From an optimization exercise on the open Yosys and OpenROAD flow, aimed at small area, a short achievable clock period and few clock cycles; shortcuts taken in it are not production practice.
Function not checked in this run: the RTL went through the layout flow alone.
Power figures rest on the tool's default switching activity, not on a simulated workload.

[flow/design.v]
module DivCore(	 
  input         clock,	 
                reset,	 
                io_in_v,	 
  input  [32:0] io_a,	 
                io_b,	 
  output [32:0] io_quot,	 
                io_rem,	 
  output        io_out_v	 
);
  reg  [5:0]  compute_cnt;	 
  reg  [1:0]  state;	 
  reg  [1:0]  casez_tmp;	 
  always_comb begin	 
    casez (state)	 
      2'b00:
        casez_tmp = io_in_v ? 2'h1 : state;	 
      2'b01:
        casez_tmp = compute_cnt == 6'h0 ? 2'h2 : state;	 
      2'b10:
        casez_tmp = 2'h0;	 
      default:
        casez_tmp = state;	 
    endcase	 
  end  
  wire [32:0] a = io_a[32] ? ~io_a + 33'h1 : io_a;	 
  wire [32:0] b = io_b[32] ? ~io_b + 33'h1 : io_b;	 
  wire [32:0] _neg_b_T_1 = ~b + 33'h1;	 
  wire [33:0] neg_b = {_neg_b_T_1[32], _neg_b_T_1};	 
  reg  [32:0] quot_r;	 
  reg  [33:0] rem_r;	 
  wire [33:0] sub_res = rem_r + neg_b;	 
  wire        _GEN = state == 2'h1;	 
  wire        _GEN_0 = state == 2'h0 & io_in_v;	 
  always @(posedge clock) begin	 
    if (reset) begin	 
      compute_cnt <= 6'h0;	 
      state <= 2'h0;	 
    end
    else begin	 
      if (_GEN_0)	 
        compute_cnt <= 6'h21;	 
      else if (_GEN)	 
        compute_cnt <= compute_cnt - 6'h1;	 
      state <= casez_tmp;	 
    end
    if (_GEN) begin	 
      quot_r <= sub_res[33] ? {quot_r[31:0], 1'h0} : {quot_r[31:0], 1'h1};	 
      rem_r <= {sub_res[33] ? rem_r[32:0] : sub_res[32:0], quot_r[32]};	 
    end
    else if (_GEN_0) begin	 
      quot_r <= a;	 
      rem_r <= 34'h0;	 
    end
  end  
  assign io_quot = (io_a[32] ^ io_b[32]) & (|io_b) ? ~quot_r + 33'h1 : quot_r;	 
  assign io_rem = io_a[32] ? ~(rem_r[33:1]) + 33'h1 : rem_r[33:1];	 
  assign io_out_v = state == 2'h2;	 
endmodule
module DivDebug(	 
  input         clock,	 
                reset,	 
                io_v,	 
  input  [31:0] io_a,	 
                io_b,	 
  input  [1:0]  io_op,	 
  output [31:0] io_res,	 
  output        io_res_valid	 
);
  wire [32:0] _div_inst_io_quot;	 
  wire [32:0] _div_inst_io_rem;	 
  DivCore div_inst (	 
    .clock    (clock),
    .reset    (reset),
    .io_in_v  (io_v),
    .io_a     ({~(io_op[0]) & io_a[31], io_a}),	 
    .io_b     ({~(io_op[0]) & io_b[31], io_b}),	 
    .io_quot  (_div_inst_io_quot),
    .io_rem   (_div_inst_io_rem),
    .io_out_v (io_res_valid)
  );	 
  assign io_res = io_op[1] ? _div_inst_io_rem[31:0] : _div_inst_io_quot[31:0];	 
endmodule
[flow/run.sh]
#!/bin/bash
# synth_recipe.tcl (not shown) runs the flow's synth.tcl, then flattens the netlist and writes it again
# the make line also repeats each setting of config.mk as NAME=value (left out here)
make -C /OpenROAD-flow-scripts/flow DESIGN_CONFIG=/design/flow/config.mk WORK_HOME=/design/flow/orfs CLKGATE_MAP_FILE= SYNTH_SCRIPT=/design/flow/synth_recipe.tcl finish
[flow/config.mk]
export PLATFORM = sky130hd
export DESIGN_NAME = DivDebug
export DESIGN_NICKNAME = DivDebug
export VERILOG_FILES = /design/flow/design.v
export SDC_FILE = /design/flow/constraint.sdc
export NUM_CORES = 4
export LEC_CHECK = 0
export CAP_MARGIN = 20
export CORE_MARGIN = 2
export CORE_UTILIZATION = 40
export SLEW_MARGIN = 20
[flow/constraint.sdc]
create_clock -name core_clock -period 6.0 [get_ports {clock}]
set_input_delay 1.2000 -clock core_clock [delete_from_list [all_inputs] [get_ports {clock}]]
set_output_delay 1.2000 -clock core_clock [all_outputs]
set_load 0.01 [all_outputs]
==> metrics.md <==
| Metric | Value |
|---|---|
| Initial antenna violation count | `0` |
| Hold Path End | `div_inst.state[0]` |
| Iter 0 DRT Violations | `around 380` |
| First-pass GRT wire length | `40400 µm` |
| Final WL | `around 25000 µm` |
| Drt drc | `0` |
| Initial core utilization | `40.8%` |
| Pins Over Slew Limit | `0` |
| CTS Buf Count | `9` |
| # H-tree levels | `3` |
| Post-Syn Instances | `1149` |
| Setup CP Type | `input pin to register` |
| Fill count | `2099` |
| Placed cell count | `1630` |
| Max Fclk | `0.172 GHz` |
| Vias per inst | `5.37` |
| Hold Crit Depth | `2` |
| Worst Reg-to-Reg Cells | `12` |
| Status | `finished clean` |
| Wire per inst | `15.1 µm` |
| Sink Count | `75` |
| Syn Area/Cell | `7.75 µm²` |
| Die area | `~23000 µm²` |
| Max-cap violation count | `0` |
| Synth async-reset ratio | `0%` |
| Lkg Pwr | `4.67 nW` |
| Total track usage | `20.4%` |
| Worst setup SP type | `input pin` |
| Buf/Inv on CP | `6` |
| Height of the die | `around 150 µm` |
| Ys Warns | `1` |
| Detailed Routing Iterations Pass 1 | `5` |
| FP Rows | `54` |
| Crit-path max FO | `4` |
| Cell family with most CP delay | `simple AND/OR/NAND/NOR gates` |
| PnR worst setup slack | `between 150 and 200 ps` |
| Hold WC Path Type | `register to register` |
| Post-Syn Area | `8910 µm²` |
| Element type at the critical path end | `register` |
| Area growth, synth to finish | `33.8%` |
| Routed Antenna Nets | `0` |
| Core area | `21800 µm²` |
| Clock skew | `7.49 ps` |
| Rel. slew slack | `36.2%` |
| Reg2reg end | `div_inst.rem_r[32]` |
| N_diodes | `0` |
| Critical Path RT | `6160 ps` |
| DP HPWL | `19300 µm` |
| Sequential share of the synthesized area | `roughly a quarter` |
| Worst reg2reg setup slack | `2860 ps` |
| Total number of vias | `8889` |
| Routability cong. | `0.945` |
| Final nets | `1482` |
| Post-synth EDFFs | `67` |
| CP most frequent cell | `buf_4` |
| R2R Path Start | `div_inst.rem_r[1]` |
| Clock slew at reported path FFs | `60 ps` |
| Number of global-route vias before repair | `8196` |
| Largest net degree at the start of global routing | `slightly above 70` |
| Fraction of layout cells with a size suffix above 1 | `18.3%` |
| Deepest clock path buffer count | `2` |
| Largest stage delay, worst path | `450 ps` |
| Worst slew pin tran | `957 ps` |
| Final setup viols | `0` |
| Io pins | `102` |
| Synthesized flop and latch total | `between 70 and 80` |
| Pwr dens | `427 nW/µm²` |
| # port buffers | `approximately 100` |
| Pre-CTS setup slack | `-429 ps` |
| Grt total ovfl | `0` |
| Final min period | `slightly below 6000 ps` |
| Post-synth top flop | `edfxtp_1` |
| CTS tree | `done` |
| Worst-path cell chain | `clkdlybuf4s50_1, buf_6, or3_4, o41ai_4, xnor2_1, or2_1, buf_4, nor4_4, buf_4, buf_4, nand3_2, nor3_2, xor2_1, ha_1, or2_2, o31ai_2, a211oi_2, nor2_2, o2bb2ai_2, a21o_1, nand2_4, buf_4, o41ai_4` |
| Die width | `roughly 150 µm` |
| Crit path DAT | `between 5000 and 6000 ps` |
| Slowest CP cell | `clkdlybuf4s50_1` |
| Final Non-Filler Cells | `1654` |
| Synth cell types | `68` |
| CTS root buffer | `clkbuf_16` |
| Syn Nets | `roughly 1300` |
| Peak VDD IR | `207 µV` |
| Tcrit/Tclk final | `97.0%` |
| Final Hold Fails | `0` |
| Worst Hold Launch | `div_inst.state[0]` |
| Clock Latency Late Sink | `approximately 330 ps` |
## stage by stage
step	power [W]	setup TNS [ps]	hold WS, ps	utilization (%)	cell area, µm²
final	0.00509	0	511	54.6	11900
after global placement	0.00432	-10030	498	51.5	11200
after CTS	0.00493	0	508	53.0	11600
after global routing	0.00550	-51.4	546	54.6	11900
after floorplan	0.00327	0	448	-	8910
after detailed placement	0.00435	-12990	502	51.5	11200
## worst register-to-register path, cell delays in order (launching register included)
cell	delay [ps]
edfxtp_1	520
ha_1	360
a211oi_1	300
o21bai_1	170
a211o_1	350
nand2_1	130
a211oi_2	110
nor2_2	140
o2bb2ai_2	140
a21o_1	180
nand2_4	100
buf_4	160
o41ai_4	310
## placed cells by master, fill, tap and decap left out, types with 9 or more instances in the layout
| cell | netlist | layout |
|---|---|---|
| xnor2_1 | 109 | 109 |
| a31oi_1 | 13 | 13 |
| nand3_1 | 20 | 19 |
| buf_4 | 1 | 159 |
| mux2i_1 | 31 | 31 |
| nor2b_1 | 10 | 9 |
| o41ai_1 | 11 | 9 |
| or2_2 | 9 | 9 |
| edfxtp_1 | 67 | 67 |
| nor4_1 | 23 | 19 |
| clkbuf_16 | 0 | 12 |
| ha_1 | 43 | 42 |
| nand2_1 | 153 | 151 |
| nor2_1 | 108 | 103 |
| or4_1 | 12 | 9 |
| and3_1 | 11 | 10 |
| o21ai_0 | 84 | 79 |
| nand2b_1 | 20 | 19 |
| xor2_1 | 67 | 67 |
| a21oi_1 | 90 | 84 |
| clkdlybuf4s50_1 | 0 | 96 |
| nor3_1 | 46 | 42 |
| inv_1 | 31 | 29 |
| a21o_1 | 15 | 15 |
## state kept, by name, summed over array words and instances (netlist names)
signal	count
div_inst.rem_r	34
div_inst.quot_r	33
div_inst.compute_cnt	6
div_inst.state	2
## synthesized netlist by cell type, types with 4 or more instances
cell type / count / area (µm²)
o41ai_1: 11 / 96.3
a31oi_1: 13 / 81.3
nor2b_1: 10 / 62.6
inv_1: 31 / 116
o21a_1: 4 / 30.0
a211o_1: 4 / 35.0
ha_1: 43 / 538
nand3_1: 20 / 100
nor2_1: 108 / 405
a211oi_1: 9 / 67.6
clkbuf_1: 39 / 146
or2_2: 9 / 56.3
a21o_1: 15 / 113
nor3_1: 46 / 230
o21bai_1: 6 / 45.0
mux2i_1: 31 / 310
o31ai_1: 10 / 75.1
xor2_1: 67 / 587
buf_2: 10 / 50.1
and2_1: 4 / 25.0
a311oi_1: 6 / 52.6
nand2_1: 153 / 574
or3_1: 7 / 43.8
or4_1: 12 / 90.1
nand3b_1: 5 / 37.5
xnor2_1: 109 / 955
nor4_1: 23 / 144
o21ai_0: 84 / 420
nand4_1: 6 / 37.5
dfxtp_1: 8 / 160
a21oi_1: 90 / 450
a41oi_1: 4 / 35.0
edfxtp_1: 67 / 2010
and3_1: 11 / 68.8
o22ai_1: 4 / 25.0
nand2b_1: 20 / 125
## where the power goes
group          switching, W  leakage, nW  total, W  internal [W]
clock network      0.000215        0.160  0.000557      0.000342
logic               0.00165         3.77   0.00319       0.00153
registers          0.000374        0.742   0.00134      0.000970
## logic make-up (layout without fill, tap and decap cells)
| logic type | Yosys count | count (layout) | share of synthesized area [%] |
|---|---|---|---|
| simple gates | 452 | 452 | 24.6 |
| buf+inv | 87 | 312 | 4.13 |
| flops | 75 | 75 | 24.4 |
| compound gates | 282 | 282 | 19.6 |
| mux | 33 | 33 | 3.74 |
| xor+xnor | 176 | 176 | 17.3 |
| fa+ha+maj | 44 | 44 | 6.26 |
## what timing repair did
action	4_1_cts	5_1_grt
pin swaps	2	16
hold buffers	0	0
resized for setup	5	57
setup endpoints to repair	33	60
setup buffers	0	7
cloned	0	1
## cell type report
class | instances | area (µm²) | share of cell area [%]
multi-input cells | 987 | 6670 | 55.9
repair buffers | 265 | 2300 | 19.3
flip-flops and latches | 75 | 2170 | 18.2
well taps | 280 | 350 | 2.94
clock buffers | 12 | 289 | 2.42
inverters | 31 | 116 | 0.976
clock inverters | 4 | 26.3 | 0.220
## metal layers
metal / routed length (µm) / GRT usage (%) / up-vias
met5: 0 / 0 / -
met4: 206 / 4.01 / 0
met3: 1090 / 1.70 / 15
met2: 11100 / 31.9 / 209
met1: 12600 / 30.9 / 4089
li1: - / - / 4576
## worst max-delay path by stage
stage / start / to / slack, ps / cells after the start
2_1_floorplan: io_b[0] / div_inst.rem_r[31] / 30 / 22
3_3_place_gp: io_b[1] / div_inst.rem_r[31] / -330 / 21
3_5_place_dp: io_b[1] / div_inst.rem_r[31] / -430 / 21
4_1_cts: io_b[1] / div_inst.rem_r[28] / 10 / 25
5_1_grt: io_b[3] / div_inst.rem_r[32] / -30 / 22
6_report: io_b[5] / div_inst.rem_r[32] / 180 / 23

[port drivers added, routing unchanged]
In the flow no input, the clock included, has a driving cell. The finished layout below was timed again as built, in two steps. Step 1, drivers: a clkbuf_16 drives clock and a buf_2 each remaining input, both assumed. Step 2 adds t to the input delays and takes it off the output delays; t is the mean of the earliest and latest rising clock arrival at the registers after step 1. Input paths then give back, and output paths get back, about the clock's delay inside the block. a / b / c = no drivers / after step 1 / after step 2; a / b = the first two.
t (ns): 0.372
setup WS [ns]: 0.178 / 0.195 / -0.177
hold WS [ns]: 0.511 / 0.511 / 0.511
latest minus earliest clock arrival (ns): 0.008 / 0.008
Met with ideal ports but missed after step 2: setup timing in this run. The setup slack of this run moves by +0.017 ns with the drivers and by -0.355 ns with both steps.
